Background: an optimization exercise with open tools, aiming at small area, a short achievable clock period and few clock cycles per item. Do not read the settings as production practice. The RTL was checked by simulation tests, not by an equivalence proof against the original design.

<file path="flow/flow/run.sh">
#!/bin/bash
# Layout flow: the standard layout (standard.sh) with these changes.
#  1. Synthesis is the standard synthesis run with Yosys's `synth -noabc`, so
#     the full adders written out in the RTL are found by extract_fa before any
#     ABC restructuring (saving the inverters ABC leaves between them). The
#     registers are the standard synthesis's: same cells, and renamed to the
#     standard synthesis's names (rename_regs.py checks that they pair one to
#     one). If they do not pair, the standard synthesis is used as it is.
#  2. Every combinational cell of that netlist is set to the smallest drive
#     strength of its family (downsize.py); the flow's repair steps size up
#     what timing, slew or load needs.
#     Then an inverter that is the only load of the inverting gate driving
#     it is folded with that gate into the gate's non-inverting version
#     (merge_inv.py: nand2 + inv -> and2, a21oi + inv -> a21o, ...).
#  3. The buffers on the input and output ports are buf_1 cells instead of
#     the flow's default choice, a delay cell (clkdlybuf4s50_1).
#  5. Clock tree synthesis runs with the flow's usual arguments plus
#     -dont_use_dummy_load (no dummy load cells on the clock tree's leaves).
# Each step's output goes to a log file of its own in this folder; the ORFS
# tools' own logs are under orfs/logs.
set -euo pipefail
R=$(pwd)/orfs/results/sky130hd/calc/base

# the standard synthesis, kept for its register names
bash standard.sh synth > 1_standard_synth.log 2>&1
cp "$R/1_2_yosys.v" std_1_2_yosys.v

# the same synthesis without ABC in Yosys's synth
rm -f "$R/1_2_yosys.v" "$R/1_synth.odb" "$R/1_synth.sdc"
if bash standard.sh SYNTH_ARGS=-noabc "$R/1_2_yosys.v" > 2_noabc_synth.log 2>&1 &&
   python3 flow/rename_regs.py std_1_2_yosys.v "$R/1_2_yosys.v" renamed_1_2_yosys.v > 3_rename.log 2>&1; then
  cp renamed_1_2_yosys.v "$R/1_2_yosys.v"
else
  echo "no-abc synthesis not used" >> 3_rename.log
  cp std_1_2_yosys.v "$R/1_2_yosys.v"
fi
# every combinational cell at the smallest drive strength of its family;
# the repair steps of the layout size up what timing, slew or load needs
python3 flow/downsize.py "$FLOW_HOME/platforms/sky130hd/lib/sky130_fd_sc_hd__tt_025C_1v80.lib" \
  "$R/1_2_yosys.v" downsized_1_2_yosys.v > 5_downsize.log 2>&1 &&
  cp downsized_1_2_yosys.v "$R/1_2_yosys.v"
# an inverter that alone loads the inverting gate driving it (NAND, NOR,
# AOI, OAI, ...) becomes, with that gate, the gate's non-inverting version
python3 flow/merge_inv.py "$R/1_2_yosys.v" merged_1_2_yosys.v \
  "$FLOW_HOME/platforms/sky130hd/lib/sky130_fd_sc_hd__tt_025C_1v80.lib" > 6_merge_inv.log 2>&1 &&
  cp merged_1_2_yosys.v "$R/1_2_yosys.v"
touch "$R/1_2_yosys.v"

bash standard.sh BUFFER_PORTS_ARGS="-buffer_cell sky130_fd_sc_hd__buf_1" SETUP_SLACK_MARGIN=29.55 CTS_ARGS="-sink_clustering_enable -repair_clock_nets -buf_list sky130_fd_sc_hd__clkbuf_8 -dont_use_dummy_load" finish > 4_layout.log 2>&1
</file>
<file path="flow/flow/downsize.py">
#!/usr/bin/env python3
"""downsize.py LIB NETLIST OUT

Give every combinational cell of a Yosys netlist the smallest-area drive
strength of its own cell family (same function and pins, e.g. nand2_4 ->
nand2_1). Registers, adders and tie cells are left as they are. The flow's
repair steps afterwards size up whatever timing, slew or load needs."""
import re, sys

lib = open(sys.argv[1]).read()
area = {m.group(1): float(m.group(3)) for m in re.finditer(
    r'cell \("?(sky130_fd_sc_hd__\w+)"?\)\s*\{(.*?)area\s*:\s*([\d.]+)', lib, re.S)}
dont = {'sky130_fd_sc_hd__probe_p_8', 'sky130_fd_sc_hd__probec_p_8'}
fam = {}
for c in area:
    m = re.match(r'(sky130_fd_sc_hd__\w+?)_(\d+)$', c)
    if m and c not in dont and 'lpflow' not in c:
        fam.setdefault(m.group(1), []).append(c)
skip = re.compile(r'__(e?s?df|dl|sdf|edf|fa|ha|fah|conb|tap|fill|decap|clk|probe|dly|bufbuf|bufinv)')
best = {}
for f, cs in fam.items():
    best[f] = min(cs, key=lambda c: (area[c], c))
text = open(sys.argv[2]).read()
n = 0
def sub(m):
    global n
    c = m.group(1)
    if skip.search(c):
        return m.group(0)
    f = re.match(r'(sky130_fd_sc_hd__\w+?)_(\d+)$', c)
    if not f or f.group(1) not in best or best[f.group(1)] == c:
        return m.group(0)
    n += 1
    return m.group(0).replace(c, best[f.group(1)], 1)
out = re.sub(r'^\s*(sky130_fd_sc_hd__\w+)\s', sub, text, flags=re.M)
open(sys.argv[3], 'w').write(out)
print(f"{n} cells downsized")
</file>
<file path="flow/flow/merge_inv.py">
#!/usr/bin/env python3
"""merge_inv.py NETLIST OUT LIB

Fold an inverter into the inverting gate that drives it, when the inverter
is that gate's only load and the gate's complement (same pins, e.g.
nand2 -> and2, a21oi -> a21o, mux2i -> mux2) is a smaller cell than the
two together. The function is unchanged."""
import re, sys
from collections import defaultdict

text = open(sys.argv[1]).read()
INST = re.compile(r'^(\s*)(sky130_fd_sc_hd__\w+)\s+(\\\S+|\S+)\s*\((.*?)\);\n', re.M | re.S)
PIN = re.compile(r'\.(\w+)\(\s*(\\\S+\s|[^()\s]+(?:\[\d+\])?)\s*\)')
insts = []
for m in INST.finditer(text):
    pins = {p: n.strip() for p, n in PIN.findall(m.group(4))}
    insts.append((m, pins))
uses = defaultdict(int)
for tok in re.findall(r'(\\\S+\s|[A-Za-z_][\w$]*(?:\[\d+\])?)', text):
    uses[tok.strip()] += 1
drv = {}
for k, (m, pins) in enumerate(insts):
    for p, n in pins.items():
        if p in ('X', 'Y'):
            drv[n] = k
# gate family -> family of its complement with the same pins (output X)
PAIRS = {'nand2': 'and2', 'nand3': 'and3', 'nand4': 'and4', 'nor2': 'or2',
         'nor3': 'or3', 'nor4': 'or4', 'nand2b': 'and2b', 'nand3b': 'and3b',
         'nand4b': 'and4b', 'nor2b': 'or2b', 'nor3b': 'or3b', 'nor4b': 'or4b',
         'a21oi': 'a21o', 'o21ai': 'o21a', 'a22oi': 'a22o', 'o22ai': 'o22a',
         'a211oi': 'a211o', 'o211ai': 'o211a', 'a31oi': 'a31o', 'o31ai': 'o31a',
         'a32oi': 'a32o', 'o32ai': 'o32a', 'a41oi': 'a41o', 'o41ai': 'o41a',
         'a221oi': 'a221o', 'o221ai': 'o221a', 'a311oi': 'a311o',
         'o311ai': 'o311a', 'a2111oi': 'a2111o', 'o2111ai': 'o2111a',
         'a21boi': 'a21bo', 'o21bai': 'o21ba', 'a2bb2oi': 'a2bb2o',
         'o2bb2ai': 'o2bb2a', 'mux2i': 'mux2', 'xnor2': 'xor2', 'xor2': 'xnor2'}
lib = open(sys.argv[3]).read()
area = {m.group(1): float(m.group(3)) for m in re.finditer(
    r'cell \("?(sky130_fd_sc_hd__\w+)"?\)\s*\{(.*?)area\s*:\s*([\d.]+)', lib, re.S)}
def smallest(f):
    cs = [c for c in area if re.fullmatch(rf'sky130_fd_sc_hd__{f}_\d+', c)]
    return min(cs, key=lambda c: (area[c], c)) if cs else None
drop, repl = set(), {}
for k, (m, pins) in enumerate(insts):
    fam = re.match(r'sky130_fd_sc_hd__(\w+?)_\d+$', m.group(2))
    if not fam or fam.group(1) != 'inv' or 'A' not in pins:
        continue
    n = pins['A']
    d = drv.get(n)
    if d is None or d in drop:
        continue
    dm, dpins = insts[d]
    dfam = re.match(r'sky130_fd_sc_hd__(\w+?)_\d+$', dm.group(2))
    if not dfam or dfam.group(1) not in PAIRS:
        continue
    # the gate's output must be used only by this inverter: the name appears
    # once as the gate's output, once as the inverter's input, and in its
    # wire declaration
    if uses[n] != 3:
        continue
    to = smallest(PAIRS[dfam.group(1)])
    if to is None or area[to] >= area[dm.group(2)] + area[m.group(2)]:
        continue
    ins = [p for p in dpins if p not in ('X', 'Y')]
    def net(x):
        return x + ' ' if x.startswith('\\') else x
    body = ",\n".join(f"    .{p}({net(dpins[p])})" for p in ins) + f",\n    .X({net(pins['Y'])})\n"
    repl[k] = f"{m.group(1)}{to} {m.group(3)} (\n{body}  );\n"
    drop.add(d)
out, last = [], 0
for k, (m, pins) in enumerate(insts):
    out.append(text[last:m.start()])
    if k in drop:
        pass
    elif k in repl:
        out.append(repl[k])
    else:
        out.append(m.group(0))
    last = m.end()
out.append(text[last:])
open(sys.argv[2], 'w').write("".join(out))
print(f"{len(repl)} inverters folded")
</file>
<file path="flow/flow/rename_regs.py">
#!/usr/bin/env python3
"""rename_regs.py STD NEW OUT

STD and NEW are two Yosys netlists of the same design, from the standard
synthesis and from the same synthesis with `synth -noabc`. Their registers are
the same but may differ in the suffix Yosys puts after the register's name
(for example ro[0]$_DFFE_PN_ against ro[0]$_DFFE_PP_: the polarity of the
enable, before it was mapped to the library's enable flip-flop). Write NEW to
OUT with each register instance renamed to the standard synthesis's name.
Exit 1, writing nothing, unless every register pairs one to one, with the
same cell type."""
import re, sys

REG = re.compile(r'^\s*(sky130_fd_sc_hd__\w*df\w*)\s+(\\\S+|\S+)\s*\(', re.M)

def regs(text):
    out = {}
    for cell, name in REG.findall(text):
        base = name.lstrip('\\').split('$')[0]
        if base in out:
            raise SystemExit(f"two registers with base name {base}")
        out[base] = (cell, name)
    return out

std_t = open(sys.argv[1]).read()
new_t = open(sys.argv[2]).read()
std, new = regs(std_t), regs(new_t)
if set(std) != set(new):
    sys.exit(f"register sets differ: {sorted(set(std) ^ set(new))[:10]}")
for b in std:
    if std[b][0] != new[b][0]:
        sys.exit(f"cell type differs for {b}: {std[b][0]} {new[b][0]}")
n = 0
def sub(m):
    global n
    cell, name = m.group(1), m.group(2)
    base = name.lstrip('\\').split('$')[0]
    want = std[base][1]
    if want != name:
        n += 1
    return m.group(0).replace(name, want, 1)
out = REG.sub(sub, new_t)
# no name may be used twice
names = [nm for _, nm in REG.findall(out)]
assert len(names) == len(set(names))
open(sys.argv[3], 'w').write(out)
print(f"{len(std)} registers paired, {n} renamed")
</file>
<file path="flow/standard.sh">
#!/bin/bash
# synth_recipe.tcl (not shown) runs the flow's synth.tcl, then flattens the netlist and writes it again
# the make line also repeats each setting of config.mk as NAME=value (left out here)
make -C /OpenROAD-flow-scripts/flow DESIGN_CONFIG=/design/flow/config.mk WORK_HOME=/design/flow/orfs CLKGATE_MAP_FILE= SYNTH_SCRIPT=/design/flow/synth_recipe.tcl "${@:-finish}"
</file>
<file path="flow/config.mk">
export PLATFORM = sky130hd
export DESIGN_NAME = calc
export DESIGN_NICKNAME = calc
export VERILOG_FILES = /design/flow/design.v
export SDC_FILE = /design/flow/constraint.sdc
export NUM_CORES = 4
export LEC_CHECK = 0
export CAP_MARGIN = 20
export CORE_MARGIN = 2
export CORE_UTILIZATION = 40
export CTS_BUF_LIST = sky130_fd_sc_hd__clkbuf_8
export SLEW_MARGIN = 20
</file>
<file path="flow/constraint.sdc">
create_clock -name core_clock -period 38.0 [get_ports {clk}]
set_input_delay 7.6000 -clock core_clock [delete_from_list [all_inputs] [get_ports {clk}]]
set_output_delay 7.6000 -clock core_clock [all_outputs]
set_load 0.01 [all_outputs]
</file>
<file path="flow/design.v">
module calc (
                  input [7:0]  inpA ,
                  input [7:0]  inpB ,
                  input [01:0] inpOpType ,
                  output[15:0] outC  ,
                  input        iValid ,
                  output       iStall ,
                  input        oStall ,
                  output       oValid ,
                  input        clk ,
                  input        rstn
                  ) ;
   reg         v0, v1, vo, vs ;
   reg         nvo, nvs ;
   reg  [7:0]  a0, b0 ;
   reg  [1:0]  op0 ;
   reg         dv1 ;           
   reg  [19:0] r1 ;
   reg  [15:0] ro, rs ;
   wire        frz  = ~nvs ;              
   wire        take = ~oStall | nvo ;     
   wire        sub  = op0[0] ;
   wire [7:0]  bx   = b0 ^ {8{sub}} ;
   wire [8:0]  ac ;
   wire [7:0]  as ;
   assign ac[0] = sub ;
   genvar j ;
   generate
     for (j = 0; j < 8; j = j + 1) begin : g_as
       assign as[j]   = a0[j] ^ bx[j] ^ ac[j] ;
       assign ac[j+1] = (a0[j] & bx[j]) | (a0[j] & ac[j]) | (bx[j] & ac[j]) ;
     end
   endgenerate
   wire        ov   = ac[8] ^ sub ;           
   wire [15:0] r_as = {{7{ov & sub}}, ov, as} ;
   wire [15:0] r_mul ;
   wire m_pp0_0 = a0[0] & b0[0];
   wire m_pp0_1 = a0[0] & b0[1];
   wire m_pp0_2 = a0[0] & b0[2];
   wire m_pp0_3 = a0[0] & b0[3];
   wire m_pp0_4 = a0[0] & b0[4];
   wire m_pp0_5 = a0[0] & b0[5];
   wire m_pp0_6 = a0[0] & b0[6];
   wire m_pp0_7 = a0[0] & b0[7];
   wire m_pp1_0 = a0[1] & b0[0];
   wire m_pp1_1 = a0[1] & b0[1];
   wire m_pp1_2 = a0[1] & b0[2];
   wire m_pp1_3 = a0[1] & b0[3];
   wire m_pp1_4 = a0[1] & b0[4];
   wire m_pp1_5 = a0[1] & b0[5];
   wire m_pp1_6 = a0[1] & b0[6];
   wire m_pp1_7 = a0[1] & b0[7];
   wire m_pp2_0 = a0[2] & b0[0];
   wire m_pp2_1 = a0[2] & b0[1];
   wire m_pp2_2 = a0[2] & b0[2];
   wire m_pp2_3 = a0[2] & b0[3];
   wire m_pp2_4 = a0[2] & b0[4];
   wire m_pp2_5 = a0[2] & b0[5];
   wire m_pp2_6 = a0[2] & b0[6];
   wire m_pp2_7 = a0[2] & b0[7];
   wire m_pp3_0 = a0[3] & b0[0];
   wire m_pp3_1 = a0[3] & b0[1];
   wire m_pp3_2 = a0[3] & b0[2];
   wire m_pp3_3 = a0[3] & b0[3];
   wire m_pp3_4 = a0[3] & b0[4];
   wire m_pp3_5 = a0[3] & b0[5];
   wire m_pp3_6 = a0[3] & b0[6];
   wire m_pp3_7 = a0[3] & b0[7];
   wire m_pp4_0 = a0[4] & b0[0];
   wire m_pp4_1 = a0[4] & b0[1];
   wire m_pp4_2 = a0[4] & b0[2];
   wire m_pp4_3 = a0[4] & b0[3];
   wire m_pp4_4 = a0[4] & b0[4];
   wire m_pp4_5 = a0[4] & b0[5];
   wire m_pp4_6 = a0[4] & b0[6];
   wire m_pp4_7 = a0[4] & b0[7];
   wire m_pp5_0 = a0[5] & b0[0];
   wire m_pp5_1 = a0[5] & b0[1];
   wire m_pp5_2 = a0[5] & b0[2];
   wire m_pp5_3 = a0[5] & b0[3];
   wire m_pp5_4 = a0[5] & b0[4];
   wire m_pp5_5 = a0[5] & b0[5];
   wire m_pp5_6 = a0[5] & b0[6];
   wire m_pp5_7 = a0[5] & b0[7];
   wire m_pp6_0 = a0[6] & b0[0];
   wire m_pp6_1 = a0[6] & b0[1];
   wire m_pp6_2 = a0[6] & b0[2];
   wire m_pp6_3 = a0[6] & b0[3];
   wire m_pp6_4 = a0[6] & b0[4];
   wire m_pp6_5 = a0[6] & b0[5];
   wire m_pp6_6 = a0[6] & b0[6];
   wire m_pp6_7 = a0[6] & b0[7];
   wire m_pp7_0 = a0[7] & b0[0];
   wire m_pp7_1 = a0[7] & b0[1];
   wire m_pp7_2 = a0[7] & b0[2];
   wire m_pp7_3 = a0[7] & b0[3];
   wire m_pp7_4 = a0[7] & b0[4];
   wire m_pp7_5 = a0[7] & b0[5];
   wire m_pp7_6 = a0[7] & b0[6];
   wire m_pp7_7 = a0[7] & b0[7];
   wire m_w1 = m_pp0_6 ^ m_pp1_5;
   wire m_w2 = m_pp0_6 & m_pp1_5;
   wire m_w3 = m_pp0_7 ^ m_pp1_6 ^ m_pp2_5;
   wire m_w4 = (m_pp0_7 & m_pp1_6) | (m_pp0_7 & m_pp2_5) | (m_pp1_6 & m_pp2_5);
   wire m_w5 = m_pp3_4 ^ m_pp4_3;
   wire m_w6 = m_pp3_4 & m_pp4_3;
   wire m_w7 = m_pp1_7 ^ m_pp2_6 ^ m_pp3_5;
   wire m_w8 = (m_pp1_7 & m_pp2_6) | (m_pp1_7 & m_pp3_5) | (m_pp2_6 & m_pp3_5);
   wire m_w9 = m_pp4_4 ^ m_pp5_3;
   wire m_w10 = m_pp4_4 & m_pp5_3;
   wire m_w11 = m_pp2_7 ^ m_pp3_6 ^ m_pp4_5;
   wire m_w12 = (m_pp2_7 & m_pp3_6) | (m_pp2_7 & m_pp4_5) | (m_pp3_6 & m_pp4_5);
   wire m_w13 = m_pp0_4 ^ m_pp1_3;
   wire m_w14 = m_pp0_4 & m_pp1_3;
   wire m_w15 = m_pp0_5 ^ m_pp1_4 ^ m_pp2_3;
   wire m_w16 = (m_pp0_5 & m_pp1_4) | (m_pp0_5 & m_pp2_3) | (m_pp1_4 & m_pp2_3);
   wire m_w17 = m_pp3_2 ^ m_pp4_1;
   wire m_w18 = m_pp3_2 & m_pp4_1;
   wire m_w19 = m_w1 ^ m_pp2_4 ^ m_pp3_3;
   wire m_w20 = (m_w1 & m_pp2_4) | (m_w1 & m_pp3_3) | (m_pp2_4 & m_pp3_3);
   wire m_w21 = m_pp4_2 ^ m_pp5_1 ^ m_pp6_0;
   wire m_w22 = (m_pp4_2 & m_pp5_1) | (m_pp4_2 & m_pp6_0) | (m_pp5_1 & m_pp6_0);
   wire m_w23 = m_w3 ^ m_w5 ^ m_pp5_2;
   wire m_w24 = (m_w3 & m_w5) | (m_w3 & m_pp5_2) | (m_w5 & m_pp5_2);
   wire m_w25 = m_pp6_1 ^ m_pp7_0 ^ m_w2;
   wire m_w26 = (m_pp6_1 & m_pp7_0) | (m_pp6_1 & m_w2) | (m_pp7_0 & m_w2);
   wire m_w27 = m_w7 ^ m_w9 ^ m_pp6_2;
   wire m_w28 = (m_w7 & m_w9) | (m_w7 & m_pp6_2) | (m_w9 & m_pp6_2);
   wire m_w29 = m_pp7_1 ^ m_w4 ^ m_w6;
   wire m_w30 = (m_pp7_1 & m_w4) | (m_pp7_1 & m_w6) | (m_w4 & m_w6);
   wire m_w31 = m_w11 ^ m_pp5_4 ^ m_pp6_3;
   wire m_w32 = (m_w11 & m_pp5_4) | (m_w11 & m_pp6_3) | (m_pp5_4 & m_pp6_3);
   wire m_w33 = m_pp7_2 ^ m_w8 ^ m_w10;
   wire m_w34 = (m_pp7_2 & m_w8) | (m_pp7_2 & m_w10) | (m_w8 & m_w10);
   wire m_w35 = m_pp3_7 ^ m_pp4_6 ^ m_pp5_5;
   wire m_w36 = (m_pp3_7 & m_pp4_6) | (m_pp3_7 & m_pp5_5) | (m_pp4_6 & m_pp5_5);
   wire m_w37 = m_pp6_4 ^ m_pp7_3 ^ m_w12;
   wire m_w38 = (m_pp6_4 & m_pp7_3) | (m_pp6_4 & m_w12) | (m_pp7_3 & m_w12);
   wire m_w39 = m_pp4_7 ^ m_pp5_6 ^ m_pp6_5;
   wire m_w40 = (m_pp4_7 & m_pp5_6) | (m_pp4_7 & m_pp6_5) | (m_pp5_6 & m_pp6_5);
   wire m_w41 = m_pp0_3 ^ m_pp1_2;
   wire m_w42 = m_pp0_3 & m_pp1_2;
   wire m_w43 = m_w13 ^ m_pp2_2 ^ m_pp3_1;
   wire m_w44 = (m_w13 & m_pp2_2) | (m_w13 & m_pp3_1) | (m_pp2_2 & m_pp3_1);
   wire m_w45 = m_w15 ^ m_w17 ^ m_pp5_0;
   wire m_w46 = (m_w15 & m_w17) | (m_w15 & m_pp5_0) | (m_w17 & m_pp5_0);
   wire m_w47 = m_w19 ^ m_w21 ^ m_w16;
   wire m_w48 = (m_w19 & m_w21) | (m_w19 & m_w16) | (m_w21 & m_w16);
   wire m_w49 = m_w23 ^ m_w25 ^ m_w20;
   wire m_w50 = (m_w23 & m_w25) | (m_w23 & m_w20) | (m_w25 & m_w20);
   wire m_w51 = m_w27 ^ m_w29 ^ m_w24;
   wire m_w52 = (m_w27 & m_w29) | (m_w27 & m_w24) | (m_w29 & m_w24);
   wire m_w53 = m_w31 ^ m_w33 ^ m_w28;
   wire m_w54 = (m_w31 & m_w33) | (m_w31 & m_w28) | (m_w33 & m_w28);
   wire m_w55 = m_w35 ^ m_w37 ^ m_w32;
   wire m_w56 = (m_w35 & m_w37) | (m_w35 & m_w32) | (m_w37 & m_w32);
   wire m_w57 = m_w39 ^ m_pp7_4 ^ m_w36;
   wire m_w58 = (m_w39 & m_pp7_4) | (m_w39 & m_w36) | (m_pp7_4 & m_w36);
   wire m_w59 = m_pp5_7 ^ m_pp6_6 ^ m_pp7_5;
   wire m_w60 = (m_pp5_7 & m_pp6_6) | (m_pp5_7 & m_pp7_5) | (m_pp6_6 & m_pp7_5);
   wire m_w61 = m_pp0_2 ^ m_pp1_1;
   wire m_w62 = m_pp0_2 & m_pp1_1;
   wire m_w63 = m_w41 ^ m_pp2_1 ^ m_pp3_0;
   wire m_w64 = (m_w41 & m_pp2_1) | (m_w41 & m_pp3_0) | (m_pp2_1 & m_pp3_0);
   wire m_w65 = m_w43 ^ m_pp4_0 ^ m_w42;
   wire m_w66 = (m_w43 & m_pp4_0) | (m_w43 & m_w42) | (m_pp4_0 & m_w42);
   wire m_w67 = m_w45 ^ m_w14 ^ m_w44;
   wire m_w68 = (m_w45 & m_w14) | (m_w45 & m_w44) | (m_w14 & m_w44);
   wire m_w69 = m_w47 ^ m_w18 ^ m_w46;
   wire m_w70 = (m_w47 & m_w18) | (m_w47 & m_w46) | (m_w18 & m_w46);
   wire m_w71 = m_w49 ^ m_w22 ^ m_w48;
   wire m_w72 = (m_w49 & m_w22) | (m_w49 & m_w48) | (m_w22 & m_w48);
   wire m_w73 = m_w51 ^ m_w26 ^ m_w50;
   wire m_w74 = (m_w51 & m_w26) | (m_w51 & m_w50) | (m_w26 & m_w50);
   wire m_w75 = m_w53 ^ m_w30 ^ m_w52;
   wire m_w76 = (m_w53 & m_w30) | (m_w53 & m_w52) | (m_w30 & m_w52);
   wire m_w77 = m_w55 ^ m_w34 ^ m_w54;
   wire m_w78 = (m_w55 & m_w34) | (m_w55 & m_w54) | (m_w34 & m_w54);
   wire m_w79 = m_w57 ^ m_w38 ^ m_w56;
   wire m_w80 = (m_w57 & m_w38) | (m_w57 & m_w56) | (m_w38 & m_w56);
   wire m_w81 = m_w59 ^ m_w40 ^ m_w58;
   wire m_w82 = (m_w59 & m_w40) | (m_w59 & m_w58) | (m_w40 & m_w58);
   wire m_w83 = m_pp6_7 ^ m_pp7_6 ^ m_w60;
   wire m_w84 = (m_pp6_7 & m_pp7_6) | (m_pp6_7 & m_w60) | (m_pp7_6 & m_w60);
   wire m_w85 = m_pp0_1 ^ m_pp1_0;
   wire m_w86 = m_pp0_1 & m_pp1_0;
   wire m_w87 = m_w61 ^ m_pp2_0 ^ m_w86;
   wire m_w88 = (m_w61 & m_pp2_0) | (m_w61 & m_w86) | (m_pp2_0 & m_w86);
   wire m_w89 = m_w63 ^ m_w62 ^ m_w88;
   wire m_w90 = (m_w63 & m_w62) | (m_w63 & m_w88) | (m_w62 & m_w88);
   wire m_w91 = m_w65 ^ m_w64 ^ m_w90;
   wire m_w92 = (m_w65 & m_w64) | (m_w65 & m_w90) | (m_w64 & m_w90);
   wire m_w93 = m_w67 ^ m_w66 ^ m_w92;
   wire m_w94 = (m_w67 & m_w66) | (m_w67 & m_w92) | (m_w66 & m_w92);
   wire m_w95 = m_w69 ^ m_w68 ^ m_w94;
   wire m_w96 = (m_w69 & m_w68) | (m_w69 & m_w94) | (m_w68 & m_w94);
   wire m_w97 = m_w71 ^ m_w70 ^ m_w96;
   wire m_w98 = (m_w71 & m_w70) | (m_w71 & m_w96) | (m_w70 & m_w96);
   wire m_w99 = m_w73 ^ m_w72 ^ m_w98;
   wire m_w100 = (m_w73 & m_w72) | (m_w73 & m_w98) | (m_w72 & m_w98);
   wire m_w101 = m_w75 ^ m_w74 ^ m_w100;
   wire m_w102 = (m_w75 & m_w74) | (m_w75 & m_w100) | (m_w74 & m_w100);
   wire m_w103 = m_w77 ^ m_w76 ^ m_w102;
   wire m_w104 = (m_w77 & m_w76) | (m_w77 & m_w102) | (m_w76 & m_w102);
   wire m_w105 = m_w79 ^ m_w78 ^ m_w104;
   wire m_w106 = (m_w79 & m_w78) | (m_w79 & m_w104) | (m_w78 & m_w104);
   wire m_w107 = m_w81 ^ m_w80 ^ m_w106;
   wire m_w108 = (m_w81 & m_w80) | (m_w81 & m_w106) | (m_w80 & m_w106);
   wire m_w109 = m_w83 ^ m_w82 ^ m_w108;
   wire m_w110 = (m_w83 & m_w82) | (m_w83 & m_w108) | (m_w82 & m_w108);
   wire m_w111 = m_pp7_7 ^ m_w84 ^ m_w110;
   wire m_w112 = (m_pp7_7 & m_w84) | (m_pp7_7 & m_w110) | (m_w84 & m_w110);
   wire m_w113 = 1'b0 ^ m_w112;
   wire m_w114 = 1'b0 & m_w112;
   assign r_mul = {m_w113,m_w111,m_w109,m_w107,m_w105,m_w103,m_w101,m_w99,m_w97,m_w95,m_w93,m_w91,m_w89,m_w87,m_w85,m_pp0_0};
   wire dhhz1 = ~|b0[7:1] ;
   wire dhhz2 = ~|b0[7:2] ;
   wire dhhz3 = ~|b0[7:3] ;
   wire dhhz4 = ~|b0[7:4] ;
   wire dhhz5 = ~|b0[7:5] ;
   wire dhhz6 = ~|b0[7:6] ;
   wire dhhz7 = ~|b0[7:7] ;
   wire dhhz8 = 1'b1 ;
   wire dh7_hz = dhhz1 ;
   wire [1:0] dh7_br ;
   wire [0:0] dh7_d ;
   assign dh7_br[0] = 1'b0 ;
   assign dh7_d[0] = a0[7] ^ b0[0] ^ dh7_br[0] ;
   assign dh7_br[1] = (~a0[7] & b0[0]) | (~(a0[7] ^ b0[0]) & dh7_br[0]) ;
   wire dh7_q = dh7_hz & ~dh7_br[1] ;
   wire dh7_r0 = dh7_q ? dh7_d[0] : a0[7] ;
   wire dh6_hz = dhhz2 ;
   wire [2:0] dh6_br ;
   wire [1:0] dh6_d ;
   assign dh6_br[0] = 1'b0 ;
   assign dh6_d[0] = a0[6] ^ b0[0] ^ dh6_br[0] ;
   assign dh6_br[1] = (~a0[6] & b0[0]) | (~(a0[6] ^ b0[0]) & dh6_br[0]) ;
   assign dh6_d[1] = dh7_r0 ^ b0[1] ^ dh6_br[1] ;
   assign dh6_br[2] = (~dh7_r0 & b0[1]) | (~(dh7_r0 ^ b0[1]) & dh6_br[1]) ;
   wire dh6_q = dh6_hz & ~dh6_br[2] ;
   wire dh6_r0 = dh6_q ? dh6_d[0] : a0[6] ;
   wire dh6_r1 = dh6_q ? dh6_d[1] : dh7_r0 ;
   wire dh5_hz = dhhz3 ;
   wire [3:0] dh5_br ;
   wire [2:0] dh5_d ;
   assign dh5_br[0] = 1'b0 ;
   assign dh5_d[0] = a0[5] ^ b0[0] ^ dh5_br[0] ;
   assign dh5_br[1] = (~a0[5] & b0[0]) | (~(a0[5] ^ b0[0]) & dh5_br[0]) ;
   assign dh5_d[1] = dh6_r0 ^ b0[1] ^ dh5_br[1] ;
   assign dh5_br[2] = (~dh6_r0 & b0[1]) | (~(dh6_r0 ^ b0[1]) & dh5_br[1]) ;
   assign dh5_d[2] = dh6_r1 ^ b0[2] ^ dh5_br[2] ;
   assign dh5_br[3] = (~dh6_r1 & b0[2]) | (~(dh6_r1 ^ b0[2]) & dh5_br[2]) ;
   wire dh5_q = dh5_hz & ~dh5_br[3] ;
   wire dh5_r0 = dh5_q ? dh5_d[0] : a0[5] ;
   wire dh5_r1 = dh5_q ? dh5_d[1] : dh6_r0 ;
   wire dh5_r2 = dh5_q ? dh5_d[2] : dh6_r1 ;
   wire dh4_hz = dhhz4 ;
   wire [4:0] dh4_br ;
   wire [3:0] dh4_d ;
   assign dh4_br[0] = 1'b0 ;
   assign dh4_d[0] = a0[4] ^ b0[0] ^ dh4_br[0] ;
   assign dh4_br[1] = (~a0[4] & b0[0]) | (~(a0[4] ^ b0[0]) & dh4_br[0]) ;
   assign dh4_d[1] = dh5_r0 ^ b0[1] ^ dh4_br[1] ;
   assign dh4_br[2] = (~dh5_r0 & b0[1]) | (~(dh5_r0 ^ b0[1]) & dh4_br[1]) ;
   assign dh4_d[2] = dh5_r1 ^ b0[2] ^ dh4_br[2] ;
   assign dh4_br[3] = (~dh5_r1 & b0[2]) | (~(dh5_r1 ^ b0[2]) & dh4_br[2]) ;
   assign dh4_d[3] = dh5_r2 ^ b0[3] ^ dh4_br[3] ;
   assign dh4_br[4] = (~dh5_r2 & b0[3]) | (~(dh5_r2 ^ b0[3]) & dh4_br[3]) ;
   wire dh4_q = dh4_hz & ~dh4_br[4] ;
   wire dh4_r0 = dh4_q ? dh4_d[0] : a0[4] ;
   wire dh4_r1 = dh4_q ? dh4_d[1] : dh5_r0 ;
   wire dh4_r2 = dh4_q ? dh4_d[2] : dh5_r1 ;
   wire dh4_r3 = dh4_q ? dh4_d[3] : dh5_r2 ;
   wire [19:0] dstate = {b0, {dh7_q, dh6_q, dh5_q, dh4_q}, {dh4_r3, dh4_r2, dh4_r1, dh4_r0}, a0[3:0]} ;
   wire        dv0  = op0[1] & op0[0] ;
   wire [19:0] r1_n = {dstate[19:16], dv0 ? dstate[15:0] : (op0[1] ? r_mul : r_as)} ;
   wire [7:0]  b1 = r1[19:12] ;
   wire dlhz1 = ~|b1[7:1] ;
   wire dlhz2 = ~|b1[7:2] ;
   wire dlhz3 = ~|b1[7:3] ;
   wire dlhz4 = ~|b1[7:4] ;
   wire dlhz5 = ~|b1[7:5] ;
   wire dlhz6 = ~|b1[7:6] ;
   wire dlhz7 = ~|b1[7:7] ;
   wire dlhz8 = 1'b1 ;
   wire dl3_hz = dlhz5 ;
   wire [5:0] dl3_br ;
   wire [4:0] dl3_d ;
   assign dl3_br[0] = 1'b0 ;
   assign dl3_d[0] = r1[3] ^ b1[0] ^ dl3_br[0] ;
   assign dl3_br[1] = (~r1[3] & b1[0]) | (~(r1[3] ^ b1[0]) & dl3_br[0]) ;
   assign dl3_d[1] = r1[4] ^ b1[1] ^ dl3_br[1] ;
   assign dl3_br[2] = (~r1[4] & b1[1]) | (~(r1[4] ^ b1[1]) & dl3_br[1]) ;
   assign dl3_d[2] = r1[5] ^ b1[2] ^ dl3_br[2] ;
   assign dl3_br[3] = (~r1[5] & b1[2]) | (~(r1[5] ^ b1[2]) & dl3_br[2]) ;
   assign dl3_d[3] = r1[6] ^ b1[3] ^ dl3_br[3] ;
   assign dl3_br[4] = (~r1[6] & b1[3]) | (~(r1[6] ^ b1[3]) & dl3_br[3]) ;
   assign dl3_d[4] = r1[7] ^ b1[4] ^ dl3_br[4] ;
   assign dl3_br[5] = (~r1[7] & b1[4]) | (~(r1[7] ^ b1[4]) & dl3_br[4]) ;
   wire dl3_q = dl3_hz & ~dl3_br[5] ;
   wire dl3_r0 = dl3_q ? dl3_d[0] : r1[3] ;
   wire dl3_r1 = dl3_q ? dl3_d[1] : r1[4] ;
   wire dl3_r2 = dl3_q ? dl3_d[2] : r1[5] ;
   wire dl3_r3 = dl3_q ? dl3_d[3] : r1[6] ;
   wire dl3_r4 = dl3_q ? dl3_d[4] : r1[7] ;
   wire dl2_hz = dlhz6 ;
   wire [6:0] dl2_br ;
   wire [5:0] dl2_d ;
   assign dl2_br[0] = 1'b0 ;
   assign dl2_d[0] = r1[2] ^ b1[0] ^ dl2_br[0] ;
   assign dl2_br[1] = (~r1[2] & b1[0]) | (~(r1[2] ^ b1[0]) & dl2_br[0]) ;
   assign dl2_d[1] = dl3_r0 ^ b1[1] ^ dl2_br[1] ;
   assign dl2_br[2] = (~dl3_r0 & b1[1]) | (~(dl3_r0 ^ b1[1]) & dl2_br[1]) ;
   assign dl2_d[2] = dl3_r1 ^ b1[2] ^ dl2_br[2] ;
   assign dl2_br[3] = (~dl3_r1 & b1[2]) | (~(dl3_r1 ^ b1[2]) & dl2_br[2]) ;
   assign dl2_d[3] = dl3_r2 ^ b1[3] ^ dl2_br[3] ;
   assign dl2_br[4] = (~dl3_r2 & b1[3]) | (~(dl3_r2 ^ b1[3]) & dl2_br[3]) ;
   assign dl2_d[4] = dl3_r3 ^ b1[4] ^ dl2_br[4] ;
   assign dl2_br[5] = (~dl3_r3 & b1[4]) | (~(dl3_r3 ^ b1[4]) & dl2_br[4]) ;
   assign dl2_d[5] = dl3_r4 ^ b1[5] ^ dl2_br[5] ;
   assign dl2_br[6] = (~dl3_r4 & b1[5]) | (~(dl3_r4 ^ b1[5]) & dl2_br[5]) ;
   wire dl2_q = dl2_hz & ~dl2_br[6] ;
   wire dl2_r0 = dl2_q ? dl2_d[0] : r1[2] ;
   wire dl2_r1 = dl2_q ? dl2_d[1] : dl3_r0 ;
   wire dl2_r2 = dl2_q ? dl2_d[2] : dl3_r1 ;
   wire dl2_r3 = dl2_q ? dl2_d[3] : dl3_r2 ;
   wire dl2_r4 = dl2_q ? dl2_d[4] : dl3_r3 ;
   wire dl2_r5 = dl2_q ? dl2_d[5] : dl3_r4 ;
   wire dl1_hz = dlhz7 ;
   wire [7:0] dl1_br ;
   wire [6:0] dl1_d ;
   assign dl1_br[0] = 1'b0 ;
   wire dl1_g0 = ~r1[1] & b1[0] ;
   wire dl1_p0 = ~(r1[1] ^ b1[0]) ;
   wire dl1_g1 = ~dl2_r0 & b1[1] ;
   wire dl1_p1 = ~(dl2_r0 ^ b1[1]) ;
   wire dl1_g2 = ~dl2_r1 & b1[2] ;
   wire dl1_p2 = ~(dl2_r1 ^ b1[2]) ;
   wire dl1_g3 = ~dl2_r2 & b1[3] ;
   wire dl1_p3 = ~(dl2_r2 ^ b1[3]) ;
   wire dl1_g4 = ~dl2_r3 & b1[4] ;
   wire dl1_p4 = ~(dl2_r3 ^ b1[4]) ;
   wire dl1_g5 = ~dl2_r4 & b1[5] ;
   wire dl1_p5 = ~(dl2_r4 ^ b1[5]) ;
   wire dl1_g6 = ~dl2_r5 & b1[6] ;
   wire dl1_p6 = ~(dl2_r5 ^ b1[6]) ;
   assign dl1_br[1] = dl1_g0 | (dl1_p0 & dl1_br[0]) ;
   assign dl1_br[2] = dl1_g1 | (dl1_p1 & dl1_g0) | (dl1_p1 & dl1_p0 & dl1_br[0]) ;
   assign dl1_br[3] = dl1_g2 | (dl1_p2 & dl1_br[2]) ;
   assign dl1_br[4] = dl1_g3 | (dl1_p3 & dl1_g2) | (dl1_p3 & dl1_p2 & dl1_br[2]) ;
   assign dl1_br[5] = dl1_g4 | (dl1_p4 & dl1_br[4]) ;
   assign dl1_br[6] = dl1_g5 | (dl1_p5 & dl1_g4) | (dl1_p5 & dl1_p4 & dl1_br[4]) ;
   assign dl1_br[7] = dl1_g6 | (dl1_p6 & dl1_br[6]) ;
   assign dl1_d[0] = r1[1] ^ b1[0] ^ dl1_br[0] ;
   assign dl1_d[1] = dl2_r0 ^ b1[1] ^ dl1_br[1] ;
   assign dl1_d[2] = dl2_r1 ^ b1[2] ^ dl1_br[2] ;
   assign dl1_d[3] = dl2_r2 ^ b1[3] ^ dl1_br[3] ;
   assign dl1_d[4] = dl2_r3 ^ b1[4] ^ dl1_br[4] ;
   assign dl1_d[5] = dl2_r4 ^ b1[5] ^ dl1_br[5] ;
   assign dl1_d[6] = dl2_r5 ^ b1[6] ^ dl1_br[6] ;
   wire dl1_q = dl1_hz & ~dl1_br[7] ;
   wire dl1_r0 = dl1_q ? dl1_d[0] : r1[1] ;
   wire dl1_r1 = dl1_q ? dl1_d[1] : dl2_r0 ;
   wire dl1_r2 = dl1_q ? dl1_d[2] : dl2_r1 ;
   wire dl1_r3 = dl1_q ? dl1_d[3] : dl2_r2 ;
   wire dl1_r4 = dl1_q ? dl1_d[4] : dl2_r3 ;
   wire dl1_r5 = dl1_q ? dl1_d[5] : dl2_r4 ;
   wire dl1_r6 = dl1_q ? dl1_d[6] : dl2_r5 ;
   wire dl0_hz = dlhz8 ;
   wire [8:0] dl0_br ;
   wire [7:0] dl0_d ;
   assign dl0_br[0] = 1'b0 ;
   wire dl0_g0 = ~r1[0] & b1[0] ;
   wire dl0_p0 = ~(r1[0] ^ b1[0]) ;
   wire dl0_g1 = ~dl1_r0 & b1[1] ;
   wire dl0_p1 = ~(dl1_r0 ^ b1[1]) ;
   wire dl0_g2 = ~dl1_r1 & b1[2] ;
   wire dl0_p2 = ~(dl1_r1 ^ b1[2]) ;
   wire dl0_g3 = ~dl1_r2 & b1[3] ;
   wire dl0_p3 = ~(dl1_r2 ^ b1[3]) ;
   wire dl0_g4 = ~dl1_r3 & b1[4] ;
   wire dl0_p4 = ~(dl1_r3 ^ b1[4]) ;
   wire dl0_g5 = ~dl1_r4 & b1[5] ;
   wire dl0_p5 = ~(dl1_r4 ^ b1[5]) ;
   wire dl0_g6 = ~dl1_r5 & b1[6] ;
   wire dl0_p6 = ~(dl1_r5 ^ b1[6]) ;
   wire dl0_g7 = ~dl1_r6 & b1[7] ;
   wire dl0_p7 = ~(dl1_r6 ^ b1[7]) ;
   assign dl0_br[1] = dl0_g0 | (dl0_p0 & dl0_br[0]) ;
   assign dl0_br[2] = dl0_g1 | (dl0_p1 & dl0_g0) | (dl0_p1 & dl0_p0 & dl0_br[0]) ;
   assign dl0_br[3] = dl0_g2 | (dl0_p2 & dl0_br[2]) ;
   assign dl0_br[4] = dl0_g3 | (dl0_p3 & dl0_g2) | (dl0_p3 & dl0_p2 & dl0_br[2]) ;
   assign dl0_br[5] = dl0_g4 | (dl0_p4 & dl0_br[4]) ;
   assign dl0_br[6] = dl0_g5 | (dl0_p5 & dl0_g4) | (dl0_p5 & dl0_p4 & dl0_br[4]) ;
   assign dl0_br[7] = dl0_g6 | (dl0_p6 & dl0_br[6]) ;
   assign dl0_br[8] = dl0_g7 | (dl0_p7 & dl0_g6) | (dl0_p7 & dl0_p6 & dl0_br[6]) ;
   assign dl0_d[0] = r1[0] ^ b1[0] ^ dl0_br[0] ;
   assign dl0_d[1] = dl1_r0 ^ b1[1] ^ dl0_br[1] ;
   assign dl0_d[2] = dl1_r1 ^ b1[2] ^ dl0_br[2] ;
   assign dl0_d[3] = dl1_r2 ^ b1[3] ^ dl0_br[3] ;
   assign dl0_d[4] = dl1_r3 ^ b1[4] ^ dl0_br[4] ;
   assign dl0_d[5] = dl1_r4 ^ b1[5] ^ dl0_br[5] ;
   assign dl0_d[6] = dl1_r5 ^ b1[6] ^ dl0_br[6] ;
   assign dl0_d[7] = dl1_r6 ^ b1[7] ^ dl0_br[7] ;
   wire dl0_q = dl0_hz & ~dl0_br[8] ;
   wire [15:0] res = dv1 ? ((b1 == 8'd0) ? 16'd0 : {8'd0, r1[11:8], {dl3_q, dl2_q, dl1_q, dl0_q}})
                         : r1[15:0] ;
   reg         vo_n, vs_n ;
   always @* begin
     vo_n = ~nvo ;
     vs_n = frz ;
     if (take) begin
       if (frz) begin
         vo_n = 1'b1 ;
         vs_n = 1'b0 ;
       end
       else vo_n = v1 ;
     end
     else if (!frz) vs_n = v1 ;
   end
always @(posedge clk or negedge rstn) begin
  if (!rstn) begin
    v0  <= 1'b0 ;
    v1  <= 1'b0 ;
    vo  <= 1'b0 ;
    vs  <= 1'b0 ;
    nvo <= 1'b1 ;
    nvs <= 1'b1 ;
  end
  else begin
    if (!frz) begin
      v0 <= iValid ;
      v1 <= v0 ;
    end
    vo  <= vo_n ;
    vs  <= vs_n ;
    nvo <= ~vo_n ;
    nvs <= ~vs_n ;
  end
end
always @(posedge clk) begin
  if (!frz) begin
    a0  <= inpA ;
    b0  <= inpB ;
    op0 <= inpOpType ;
    dv1 <= dv0 ;
    r1  <= r1_n ;
  end
  if (take) ro <= frz ? rs : res ;
  if (!frz) rs <= res ;
end
assign iStall = vs ;
assign oValid = vo ;
assign outC   = ro ;
endmodule
</file>
==> out/results.ini, run 1 <==
[hold_path]
min_path_cells = 2
hp-start = rs[12]$_DFF_P_
holdPathEnd = rs[12]$_DFF_P_
hold_path.class = flip-flop to flip-flop

[synthesis]
syn_area_mm2 = 0.005709
synth.top_cell.area_share = 0.2876
ys_ff_latch = 77
synth_cell_types = 41
synth-main-ff-cell = edfxtp_1
synth_area_per_cell_um2 = 12.07
synthArstFlopShare = 0.07792
synth_chip_area_mm2 = 0.005743
netlist_instances = 473
synth-edff-count = 55
yosysMostFrequentCell = fa_1
syn_nets = 602
yosysTopAreaCell = edfxtp_1
synth_commonest_cells = fa_1, and2_1, edfxtp_1, nand2_1, ha_1
yosys_warnings = 1
ys_seq_area_frac = 0.3699
synth_area_leaders = edfxtp_1, fa_1, ha_1

[routing]
drt-initial-drc-count = 193
firstDrtPassIters = 4
ant_nets = 0
post-route-drc-count = 0
wl_mm = 11.82
wl_per_cell_um = 17.08
num_vias = 3544
vias_per_cell = 5.121

[sta]
clock_skew_ns = 0.01638
rsz0062_at_grt = true
slew_headroom = 0.4690
setup_tns_ns = 0
worstMarginPinSlew_ns = 0.7965
max_freq_mhz = 118.0
setup_violations = 0
final_hold_viol_count = 0
fin_hold_ws_ns = 0.4674
timing.final.crit_share = 0.2230
layout_min_cycle_time_ns = 8.474
drv_slew = 0

[cts]
cts.clk_slew.worst_paths_ns = 0.07
clk_latency_ns = 0.37
cts_root_buf = clkbuf_8
ctsHoldBuffers = 0
cts_tree = built
cts_buffer_depth = 2
cts.htree.levels = 3
cts_buffers = 9
cts_sinks = 77

[critical_path]
required_ns = 30.40
cp_max_fo = 1
r2r_slack_ns = 29.81
r2r_start = r1[12]$_DFFE_PP_
cp_slowest_cell = edfxtp_1
critPathBufInv = 1
cp-start-kind = flip-flop
critPathCaptureType = output pin
slowest_delay_ns = 0.37
arrival_ns = 0.87
reg2reg_depth = 30
crit_family = flip-flops
rr_endpoint = ro[0]$_DFFE_PN_
path_cells = clkbuf_2
path_class = flip-flop to output pin

[layout]
utilization = 0.4521
fillCellCount = 1281
regArea_mm2 = 0.002125
drive_gt1_frac = 0.1094
syn2layout_area_growth_pct = 10.34
nNetsFinal = 643
diodes = 0
finalInstanceArea_mm2 = 0.006300
multi_input_area_mm2 = 0.003470

[placement]
gp_congestion = 0.8671
dpl_cell_area_mm2 = 0.006057
dp.final_hpwl_mm = 8.693
portBuffers = 39

[die]
die_y_um = 123.5
row_count = 43
core_area_mm2 = 0.01393
start_util = 0.4097
die_area_mm2 = 0.01524
fp.dieW_um = 123.5
ios = 40

[global_routing]
grt_max_degree = 68
grt_pass1_wl_mm = 19.97
antenna_found_initial = 0
track_usage = 0.1742
grt_overflow = 0
grt_pass1_vias = 3856

[flow_run]
cap_violations = 0

[outcome]
status = no timing/DRC/antenna violations

area by class of cell:
cell class / count / area share
multi-input combinational: 348 / 0.5507
sequential: 77 / 0.3372
tap: 180 / 0.03575
clock buffer: 9 / 0.01966
timing repair buffer: 50 / 0.03992
inverter: 28 / 0.01668
per-layer routing:
layer	up-vias	wire length (µm)	track usage
li1	1682	-	-
met1	1789	5223	0.2137
met2	56	5981	0.3056
met3	17	441	0.03413
met4	0	171	0.06037
met5	-	0	0
cell families (layout without fill, tap and decap cells):
group                    Yosys count  after routing  synth area share
buffers and inverters             48             87           0.03159
XOR/XNOR                           9              9           0.01373
multiplexers                      24             24           0.04466
AND/OR/NAND/NOR                  136            136            0.1322
AO/OA/AOI/OAI                     72             72           0.07669
adder cells (fa/ha/maj)          107            107            0.3312
flip-flops                        77             77            0.3699
timing repair:
| item | CTS | global route |
|---|---|---|
| setup buffers | 3 | 6 |
| resized for setup | 2 | 25 |
| endpoints found under the setup margin | 20 | 20 |
| pin swaps | 2 | 4 |
cells in the final DEF, fill, tap and decap left out, drive strengths merged, types with 9 or more instances in the layout:
cell type	n
o21ai	26
nand2	36
nor2b	11
mux2i	11
xor2	9
edfxtp	55
inv	28
ha	32
a21oi	16
dfxtp	16
and2	60
fa	75
nor2	12
clkbuf	26
buf	33
mux2	13
flip-flops by register name, indices dropped and copies added, names as in the netlist:
signal / flops
v0: 1
nvs: 1
ro: 16
r1: 20
vo: 1
a0: 8
b0: 8
rs: 16
nvo: 1
op0: 2
dv1: 1
vs: 1
v1: 1
stage by stage:
step / cells / worst slack, ns
global placement: 674 / 29.27
CTS: 686 / 29.49
floorplan: 473 / 29.56
finish: 692 / 29.53
global route: 692 / 29.45
detailed placement: 674 / 29.01
how the worst max path moves through the flow:
stage / startpoint / endpoint / depth (start not counted)
final: ro[9]$_DFFE_PN_ / outC[9] / 1
after global placement: r1[12]$_DFFE_PP_ / ro[0]$_DFFE_PN_ / 29
after floorplan: r1[12]$_DFFE_PP_ / ro[0]$_DFFE_PN_ / 30
after detailed placement: r1[12]$_DFFE_PP_ / ro[0]$_DFFE_PN_ / 29
after CTS: ro[9]$_DFFE_PN_ / outC[9] / 1
after global routing: r1[12]$_DFFE_PP_ / ro[0]$_DFFE_PN_ / 30
Testbench counts, summed over its fixed seeds: cycles 12,024, items 12,000.
==> run 2: changes to the inputs <==
--- a/flow/config.mk
+++ b/flow/config.mk
@@ -7,2 +7,3 @@
 export LEC_CHECK = 0
+export ABC_AREA = 1
 export CAP_MARGIN = 20
==> run 2 against run 1 <==
  * Sequential cell count stayed put
  * Global-route usage is 0.38 points lower
  * Final area is 2.0% lower
  * Synthesized cell count is 11% higher
  * Critical path depth stayed put
  * Final cell count is 6.1% higher
  * First-iteration DRC count is 7.3% higher
  * Sequential share of layout area is 0.70 points higher
  * Register-to-register slack better by 0.19 ns
  * Fmax is 0.13% higher
  * Worst setup slack better by 0.011 ns
  * Largest cell class unchanged
==> out/results.ini, run 2 <==
[critical_path]
reg2reg_depth = 32  ; +6.7%
path_class = flip-flop to output pin
required_ns = 30.40  ; about the same
critPathCaptureType = output pin
cp_max_fo = 1  ; unchanged
arrival_ns = 0.86  ; about the same
crit_family = flip-flops
rr_endpoint = ro[0]$_DFFE_PN_
r2r_slack_ns = 30.00  ; +0.19 ns
r2r_start = r1[12]$_DFFE_PP_
slowest_delay_ns = 0.37  ; about the same
cp-start-kind = flip-flop
cp_slowest_cell = edfxtp_1
critPathBufInv = 1  ; unchanged
path_cells = clkbuf_2

[die]
row_count = 43  ; unchanged
core_area_mm2 = 0.01393  ; unchanged
fp.dieW_um = 123.5  ; about the same
ios = 40  ; unchanged
start_util = 0.4096  ; about the same
die_y_um = 123.5  ; about the same
die_area_mm2 = 0.01524  ; about the same

[cts]
cts_sinks = 77  ; unchanged
ctsHoldBuffers = 0  ; unchanged
clk_latency_ns = 0.36  ; about the same
cts.htree.levels = 3  ; unchanged
cts.clk_slew.worst_paths_ns = 0.08  ; about the same
cts_buffer_depth = 2  ; unchanged
cts_tree = built
cts_buffers = 9  ; unchanged
cts_root_buf = clkbuf_8

[hold_path]
min_path_cells = 2  ; unchanged
hold_path.class = flip-flop to flip-flop
hp-start = rs[10]$_DFF_P_
holdPathEnd = rs[10]$_DFF_P_

[layout]
diodes = 0  ; unchanged
syn2layout_area_growth_pct = 8.132
final_cell_mix = nand2_1, fa_1, and2_0
top_register = r1
nNetsFinal = 685  ; +6.5%
top_regs = r1: 20 flops, ro: 16 flops, rs: 16 flops
drive_gt1_frac = 0.06318  ; -0.04620
final_common_cell = nand2_1
largest_reg_flops = 20  ; unchanged

[global_routing]
antenna_found_initial = 0  ; unchanged
grt_pass1_wl_mm = 19.82  ; -0.73%
met1_usage = 0.2174  ; +0.003668
globalRoute.busiestLayer = met2
grtUsageMet2 = 0.2919  ; -0.01374
grt_max_degree = 50  ; -26%
grt_overflow = 0  ; unchanged
use_met3 = 0.03229  ; -0.001845
grt_pass1_vias = 3973  ; +3.0%
track_usage = 0.1704  ; -0.003842

[placement]
dp.final_hpwl_mm = 8.579  ; -1.3%
gp_congestion = 0.8534  ; -1.6%
portBuffers = 39  ; unchanged

[routing]
vias_per_cell = 5.044  ; -1.5%
wl_per_cell_um = 15.71  ; -8.0%
num_vias = 3702  ; +4.5%
ant_nets = 0  ; unchanged
wl_mm = 11.53  ; -2.4%
drt-initial-drc-count = 207  ; +7.3%
post-route-drc-count = 0  ; unchanged
firstDrtPassIters = 5  ; +1

[synthesis]
yosys_warnings = 1  ; unchanged
syn_area_mm2 = 0.005708  ; about the same
netlist_instances = 527  ; +11%
synth_area_per_cell_um2 = 10.83  ; -10%
syn_nets = 656  ; +9.0%

[sta]
slew_headroom = 0.3820  ; -0.08700
setup_tns_ns = 0  ; unchanged
drv_slew = 0  ; unchanged
max_freq_mhz = 118.2  ; +0.13%
worstMarginPinSlew_ns = 0.9236  ; +0.1271 ns
setup_violations = 0  ; unchanged
layout_min_cycle_time_ns = 8.463  ; -0.01130 ns
final_hold_viol_count = 0  ; unchanged
timing.final.crit_share = 0.2227  ; -0.0002974
clock_skew_ns = 0.02611  ; +0.009724 ns
fin_hold_ws_ns = 0.4780  ; +0.01061 ns
rsz0062_at_grt = true

[flow_run]
cap_violations = 0  ; unchanged

[outcome]
status = no timing/DRC/antenna violations

-- run 2: per-layer routing --
metal,vias up,wire length [µm]
met2,69,5817
met5,-,0
li1,1771,-
met1,1848,5185
met4,0,175
met3,14,354
-- run 2: worst reg2reg max path: cells and delay by family (launching register included) --
kind	cells	cell delay [ns]
buffers and inverters	2	0.29
flip-flops	1	0.49
AND/OR/NAND/NOR	14	1.96
adder cells (fa/ha/maj)	13	4.86
AO/OA/AOI/OAI	3	0.28
-- run 2: worst max path at each step --
stage	to	slack, ns	startpoint	depth (start not counted)
global placement	ro[0]$_DFFE_PN_	29.45	oStall	4
detailed placement	ro[1]$_DFFE_PN_	29.42	oStall	4
global route	ro[0]$_DFFE_PN_	29.43	r1[12]$_DFFE_PP_	32
finish	outC[11]	29.54	ro[11]$_DFFE_PN_	1
CTS	outC[2]	29.51	ro[2]$_DFFE_PN_	1
floorplan	ro[0]$_DFFE_PN_	29.62	oStall	3
-- run 2: repair_timing --
action	CTS	global route
endpoints found under the hold margin	0	0
setup endpoints to repair	18	20
buffers inserted	0	3
gates resized for setup	0	20
-- run 2: per-stage QoR --
| step | util | instance area (µm²) | instances | setup slack, ns |
|---|---|---|---|---|
| after floorplan | - | 5708 | 527 | 29.62 |
| after global placement | 0.4304 | 5997 | 722 | 29.45 |
| after detailed placement | 0.4304 | 5997 | 722 | 29.42 |
| after CTS | 0.4393 | 6121 | 731 | 29.51 |
| after global routing | 0.4429 | 6172 | 734 | 29.43 |
| final | 0.4429 | 6172 | 734 | 29.54 |
-- run 2: layout make-up --
| type | instances | area (µm²) |
|---|---|---|
| multi-input combinational | 376 | 3313 |
| fill | 1302 | 7762 |
| tap | 180 | 225.2 |
| clock buffer | 9 | 123.9 |
| sequential | 77 | 2125 |
| timing repair buffer | 44 | 205.2 |
| inverter | 48 | 180.2 |
==> run 3: changes to the inputs <==
--- a/flow/flow/run.sh
+++ b/flow/flow/run.sh
@@ -14,2 +14,4 @@
 #     (merge_inv.py: nand2 + inv -> and2, a21oi + inv -> a21o, ...).
+#     Last, ABC re-maps the combinational cells (all but the adders) for
+#     area: strash; dch -f; map -a; topo; dnsize (remap.tcl, remap.abc).
 #  3. The buffers on the input and output ports are buf_1 cells instead of
@@ -46,2 +48,14 @@
   cp merged_1_2_yosys.v "$R/1_2_yosys.v"
+# the combinational cells re-mapped by ABC for area (remap.tcl, remap.abc);
+# kept only if the registers are still the standard synthesis's
+YOSYS="$FLOW_HOME/../tools/install/yosys/bin/yosys"
+[[ -x "$YOSYS" ]] || YOSYS=yosys
+if NET="$R/1_2_yosys.v" OUT=remapped_1_2_yosys.v SCRIPT=flow/remap.abc \
+     LIB="$FLOW_HOME/platforms/sky130hd/lib/sky130_fd_sc_hd__tt_025C_1v80.lib" \
+     "$YOSYS" -c flow/remap.tcl > 7_remap.log 2>&1 &&
+   python3 flow/rename_regs.py std_1_2_yosys.v remapped_1_2_yosys.v remapped2_1_2_yosys.v > 8_remap_regs.log 2>&1; then
+  cp remapped2_1_2_yosys.v "$R/1_2_yosys.v"
+else
+  echo "re-mapped netlist not used" >> 8_remap_regs.log
+fi
 touch "$R/1_2_yosys.v"
==> flow/flow/remap.abc (new file) <==
strash; dch -f; map -a; topo; dnsize
==> flow/flow/remap.tcl (new file) <==
# Re-map a mapped netlist's combinational cells with ABC for area.
# Full adders, half adders, registers and tie cells stay as they are.
# Environment: NET (input netlist), OUT (output netlist), LIB (liberty),
# SCRIPT (ABC script).
yosys -import
set L $::env(LIB)
read_liberty -ignore_miss_func $L
read_verilog $::env(NET)
hierarchy -top calc
foreach m [list sky130_fd_sc_hd__fa_1 sky130_fd_sc_hd__fa_2 sky130_fd_sc_hd__ha_1 \
               sky130_fd_sc_hd__edfxtp_1 sky130_fd_sc_hd__dfxtp_1 sky130_fd_sc_hd__dfrtp_1 \
               sky130_fd_sc_hd__dfstp_1 sky130_fd_sc_hd__dfstp_2 sky130_fd_sc_hd__conb_1] {
  if {[llength [tee -q -s result.string select -list-mod $m]]} { blackbox $m }
}
flatten
opt_clean
abc -liberty $L -script $::env(SCRIPT)
opt_clean -purge
splitnets
opt_clean -purge
hilomap -singleton -hicell sky130_fd_sc_hd__conb_1 HI -locell sky130_fd_sc_hd__conb_1 LO
insbuf -buf sky130_fd_sc_hd__buf_4 A X
opt_clean -purge
check
stat -liberty $L
write_verilog -noattr -nohex -nodec $::env(OUT)
==> run 3 against run 2 <==
  * Still clean on timing, DRC and antenna
  * Wire length decreased by 3.6%
  * Clock-buffer cell count unchanged
  * Fmax about the same
  * Worst setup slack improved by 0.0055 ns
  * Global-route usage increased by 0.28 points
  * Final cell count decreased by 5.4%
  * Clock skew decreased by 0.0059 ns
  * Die area decreased by 6.2%
  * Sequential cell count unchanged
  * Highest routed layer unchanged
==> out/results.ini, run 3 <==
[outcome]
status = no timing/DRC/antenna violations

[die]
die_y_um = 119.6  ; -3.2%
die_area_mm2 = 0.01429  ; -6.2%
fp.dieW_um = 119.6  ; -3.2%
core_area_mm2 = 0.01314  ; -5.7%
start_util = 0.4066  ; -0.003054
row_count = 42  ; -2.3%
ios = 40  ; unchanged

[cts]
cts_buffer_depth = 2  ; unchanged
cts.htree.levels = 3  ; unchanged
cts_tree = built
ctsHoldBuffers = 0  ; unchanged
cts.clk_slew.worst_paths_ns = 0.07  ; about the same
cts_sinks = 77  ; unchanged
cts_root_buf = clkbuf_8
clk_latency_ns = 0.35  ; about the same
cts_buffers = 9  ; unchanged

[synthesis]
syn_nets = 595  ; -9.3%
netlist_instances = 466  ; -12%
syn_area_mm2 = 0.005341  ; -6.4%
synth_area_per_cell_um2 = 11.46  ; +5.8%
yosys_warnings = 1  ; unchanged

[layout]
utilization = 0.4501  ; +0.007157
syn2layout_area_growth_pct = 10.71
diodes = 0  ; unchanged
final_common_cell = nand2_1
top_register = r1
final_cell_mix = nand2_1, fa_1, nor2_1
fillCellCount = 1261  ; -3.1%
nNetsFinal = 649  ; -5.3%
drive_gt1_frac = 0.07336  ; +0.01018
largest_reg_flops = 20  ; unchanged
top_regs = r1: 20 flops, ro: 16 flops, rs: 16 flops

[critical_path]
slowest_delay_ns = 0.38  ; about the same
cp_slowest_cell = edfxtp_1
arrival_ns = 0.86  ; about the same
cp-start-kind = flip-flop
crit_family = flip-flops
critPathBufInv = 1  ; unchanged
path_cells = clkbuf_2
required_ns = 30.40  ; about the same
critPathCaptureType = output pin
cp_max_fo = 1  ; unchanged
path_class = flip-flop to output pin

[global_routing]
track_usage = 0.1732  ; +0.002846
grt_pass1_vias = 3839  ; -3.4%
grt_max_degree = 46  ; -8.0%
grt_pass1_wl_mm = 19.23  ; -3.0%
antenna_found_initial = 0  ; unchanged
grt_overflow = 0  ; unchanged

[sta]
drv_slew = 0  ; unchanged
clock_skew_ns = 0.02025  ; -0.005862 ns
timing.final.crit_share = 0.2226  ; about the same
fin_hold_ws_ns = 0.4646  ; -0.01347 ns
slew_headroom = 0.3641  ; -0.01782
setup_violations = 0  ; unchanged
final_hold_viol_count = 0  ; unchanged
layout_min_cycle_time_ns = 8.458  ; -0.005500 ns
max_freq_mhz = 118.2  ; about the same
rsz0062_at_grt = true
worstMarginPinSlew_ns = 0.9538  ; +0.03014 ns
setup_tns_ns = 0  ; unchanged

[routing]
wl_mm = 11.11  ; -3.6%
drt-initial-drc-count = 223  ; +7.7%
post-route-drc-count = 0  ; unchanged
firstDrtPassIters = 4  ; -1
vias_per_cell = 5.102  ; +1.2%
ant_nets = 0  ; unchanged
num_vias = 3541  ; -4.3%
wl_per_cell_um = 16.01  ; +1.9%

[hold_path]
hold_path.class = flip-flop to flip-flop

[placement]
gp_congestion = 0.8533  ; about the same
portBuffers = 39  ; unchanged
dp.final_hpwl_mm = 8.730  ; +1.8%

[flow_run]
cap_violations = 0  ; unchanged

-- run 3: cell type report --
type | count | area [µm²] | share of cell area
tap | 176 | 220.2 | 0.03724
timing repair buffer | 43 | 197.7 | 0.03343
sequential | 77 | 2125 | 0.3593
clock buffer | 9 | 123.9 | 0.02095
inverter | 41 | 157.7 | 0.02666
multi-input combinational | 348 | 3089 | 0.5224
-- run 3: metal layers --
metal	wire (µm)	vias up	share of wire	GRT usage
met4	151	0	0.014	0.06103
li1	-	1679	-	-
met3	356	15	0.032	0.02804
met1	5093	1768	0.46	0.2337
met5	0	-	0	0
met2	5510	79	0.50	0.2857
-- run 3: path summary, 6_finish.rpt --
path                                      start              end  slack (ns)  depth (start not counted)
worst min register to register   rs[12]$_DFF_P_   rs[12]$_DFF_P_        0.46                          2
min in group asynchronous                  rstn   v0$_DFFE_PN0P_        7.13                          1
worst max-delay path            ro[0]$_DFFE_PN_          outC[0]       29.54                          1
max in group asynchronous                  rstn    nvs$_DFF_PN1_       30.58                          1
worst max register to register  r1[3]$_DFFE_PP_  ro[0]$_DFFE_PN_       30.09                         32
worst min-delay path             rs[12]$_DFF_P_   rs[12]$_DFF_P_        0.46                          2
-- run 3: stage by stage --
| step | cells | cell area [µm²] | worst slack (ns) |
|---|---|---|---|
| 2_1_floorplan | 466 | 5341 | 29.63 |
| 3_3_place_gp | 681 | 5708 | 29.19 |
| 3_5_place_dp | 681 | 5708 | 28.77 |
| 4_1_cts | 690 | 5853 | 29.52 |
| 5_1_grt | 694 | 5913 | 29.48 |
| 6_report | 694 | 5913 | 29.54 |
-- run 3: repair_timing --
action / 4_1_cts / 5_1_grt
gates resized for setup: 5 / 20
setup endpoints to repair: 14 / 19
pin swaps: 0 / 2
buffers inserted: 0 / 3
gates cloned: 0 / 0

==> re-timing with driven ports <==
The results above use ideal ports. As a check the final layouts listed here were re-extracted and re-timed, cells and wires unchanged. Step 1 assumes that a clkbuf_16 drives the clock port and a buf_2 every other input. Step 2 times the ports against the registers' clock, not the clock port: input delays grow and output delays shrink by t, the midpoint of the rising clock arrivals with the driver on. Three values: ideal ports, drivers, drivers and shift; two values: the first two.
run	t (ns)	setup WS [ns]	worst hold slack (ns)	latest minus earliest clock arrival (ns)	worst data-port slew with drivers (ns)
run 1	0.394	29.525 / 29.492 / 29.367	0.467 / 0.467 / 0.467	0.016 / 0.017	0.03
run 2	0.380	29.537 / 29.505 / 29.446	0.478 / 0.478 / 0.478	0.028 / 0.029	0.03
run 3	0.373	29.542 / 29.506 / 29.374	0.465 / 0.465 / 0.465	0.020 / 0.020	0.04
After both steps every run listed still meets setup and hold. The setup slack of run 3, which loses most, moves by -0.036 ns with the drivers and by -0.168 ns with both steps.
